Context: an optimization exercise on an open-source flow, tuned for small area. The choices shown serve that exercise and are no tape-out recipe.
Only simulation tests tie the RTL to the original design; equivalence was not proved.

==> flow/design.v <==
module top (
    input  logic CLOCK_50,
    input  logic rst,
    input  logic uart_rx,
    output logic uart_tx
);
    localparam logic [8:0] LAST = 9'd433;    
    localparam logic [1:0] M_WAIT = 2'd0, M_PAY = 2'd1, M_TX = 2'd2;
    logic [127:0] ra, rb;
    logic [6:0]   ph;
    logic [8:0]   timer;
    logic [3:0]   per;       
    logic [6:0]   b;         
    logic [1:0]   mode;
    logic         act;
    logic         match;
    logic [3:0]   s;         
    logic [1:0]   cap;
    logic signed [6:0] acc;
    wire [6:0] ph_n = ph + 7'd1;
    wire [6:0] waddr = b[4] ? {b[1:0], b[3:2] + 2'd1, per[2:0]} : {b[3:0], per[2:0]};
    wire win  = act && (mode != M_TX) && !per[3] && (timer[8:7] == 2'b01) && (ph_n == waddr);
    wire wa   = win && (mode == M_PAY) && !b[4];
    wire wb   = win && (mode == M_PAY) &&  b[4];
    always_ff @(posedge CLOCK_50) begin
        ra <= {ra[126:0], wa ? uart_rx : ra[127]};
        rb <= {rb[126:0], wb ? uart_rx : rb[127]};
    end
    wire [1:0] ma = ph[6:5] - b[5:4];
    wire [1:0] mb = ph[6:5] - b[3:2];
    logic atap, btap;
    always_comb begin
        case (ma)
            2'd0: atap = ra[0];
            2'd1: atap = ra[32];
            2'd2: atap = ra[64];
            default: atap = ra[96];
        endcase
        case (mb)
            2'd0: btap = rb[0];
            2'd1: btap = rb[32];
            2'd2: btap = rb[64];
            default: btap = rb[96];
        endcase
    end
    wire [3:0] c    = per + 4'd1;
    wire       cmp  = !c[3] && !b[1];
    wire [3:0] n    = {b[0], c[2:0]};
    wire       k0   = (ph[4:3] == 2'd0);
    wire [3:0] peff = s - {3'd0, k0};
    wire       uval = k0 ? (s != 4'd0 && s <= 4'd8) : (s <= 4'd7);
    wire [3:0] qsum = {1'b0, ph[2:0]} + peff;
    wire       use_ = cmp && uval && (qsum == n) && cap[~ph[3]] && btap;
    wire       neg  = (peff[2:0] == 3'd7) ^ (ph[2:0] == 3'd7);
    wire       capt = (s <= 4'd7) && (ph[2:0] == s[2:0]);
    logic cbit;
    always_comb begin
        case (b)
            7'd127:  cbit = 8'h5A >> c[2:0];
            7'd64:   cbit = 8'h0A >> c[2:0];
            7'd68:   cbit = 8'hA6 >> c[2:0];
            default: cbit = 1'b0;
        endcase
    end
    wire abit = 8'hA5 >> per[2:0];
    wire wrap = (timer == LAST);
    always_ff @(posedge CLOCK_50) begin
        ph <= rst ? 7'd0 : ph_n;
        if (capt) cap[ph[3]] <= atap;
        if (ph[4:0] == 5'd31 && s != 4'd9) s <= s + 4'd1;
        if (use_) acc <= neg ? acc - 7'sd1 : acc + 7'sd1;
        if (win && mode == M_WAIT) match <= match & (uart_rx == abit);
        timer <= timer + 9'd1;
        if (rst) begin
            mode    <= M_WAIT;
            act     <= 1'b0;
            uart_tx <= 1'b1;
        end else if (!act) begin
            if (!uart_rx) begin
                act   <= 1'b1;
                timer <= 9'd0;
                per   <= 4'hF;
                match <= 1'b1;
                s     <= 4'hF;
                if (mode == M_WAIT) b <= 7'd0;
            end
        end else begin
            if (per == 4'd8 && b[1:0] == 2'd3) acc <= 7'sd0;
            if (wrap) begin
                timer <= 9'd0;
                per   <= per + 4'd1;
                s     <= 4'hF;
                if (mode == M_TX) begin
                    if (per == 4'd8) begin
                        per <= 4'hF;
                        if (b == 7'd68) begin
                            mode <= M_WAIT;
                            act  <= 1'b0;
                        end else begin
                            b       <= b + 7'd1;
                            uart_tx <= 1'b0;
                        end
                    end else if (per == 4'd7) begin
                        uart_tx <= 1'b1;
                    end else begin
                        uart_tx <= b[6] ? cbit : acc[0];
                        acc     <= acc >>> 1;
                    end
                end else if (per == 4'd7) begin
                    if (mode == M_WAIT) begin
                        act <= 1'b0;
                        if (match) mode <= M_PAY;
                    end else if (b == 7'd31) begin
                        mode <= M_TX;
                        b    <= 7'd126;
                    end else begin
                        act <= 1'b0;
                        b   <= b + 7'd1;
                    end
                end
            end
        end
    end
endmodule
Settings: LEC_CHECK=0, CAP_MARGIN=20, CORE_MARGIN=2, CORE_UTILIZATION=40, SLEW_MARGIN=20; clock period 20.0 ns.
run.sh (not shown) runs the stock make flow with config.mk's settings and CLKGATE_MAP_FILE= SYNTH_SCRIPT=/design/flow/synth_recipe.tcl, a recipe that flattens the netlist after the stock synthesis.
The first run ran to the end with no violations.
Next try:
--- a/flow/config.mk
+++ b/flow/config.mk
@@ -8,4 +8,6 @@
 export CAP_MARGIN = 20
 export CORE_MARGIN = 2
-export CORE_UTILIZATION = 40
+export CORE_UTILIZATION = 60
+export CTS_BUF_LIST = sky130_fd_sc_hd__clkbuf_2 sky130_fd_sc_hd__clkbuf_4
+export CTS_CLUSTER_SIZE = 20
 export SLEW_MARGIN = 20
- The new run ran to the end with no violations
- die area came out lower by a quarter to a third
- first-iteration DRC count came out lower slightly
- maximum frequency stays flat
- worst setup slack gets worse by 0.0089 ns
- design area came out lower slightly
- via count came out higher by a few percent

port drivers added, routing unchanged:
How much do the figures lean on ideal ports? The routed layouts below were timed once more, with nothing changed but the port constraints.
Step 1 (the two cells are an assumption about what drives the block):
set clk [get_ports {CLOCK_50}]
set_driving_cell -lib_cell sky130_fd_sc_hd__clkbuf_16 $clk
set_driving_cell -lib_cell sky130_fd_sc_hd__buf_2 [delete_from_list [all_inputs] $clk]
Step 2 times the ports against the registers' clock, not the clock port: input delays grow and output delays shrink by t, the midpoint of the rising clock arrivals with the driver on.
a / b / c = ideal / step 1 / step 2; a / b = the first two.
run | shift t [ns] | slack for setup (ns) | worst register clock-pin slew, ns | worst data-port slew with drivers (ns)
the first run | 0.577 | 14.193 / 14.206 / 13.630 | 0.06 / 0.06 | 0.03
the second run | 0.663 | 14.184 / 14.188 / 13.526 | 0.07 / 0.07 | 0.03
After both steps every run listed still meets setup and hold. For the second run, which loses most, drivers alone change the setup slack by +0.004 ns; drivers and shift together by -0.658 ns.
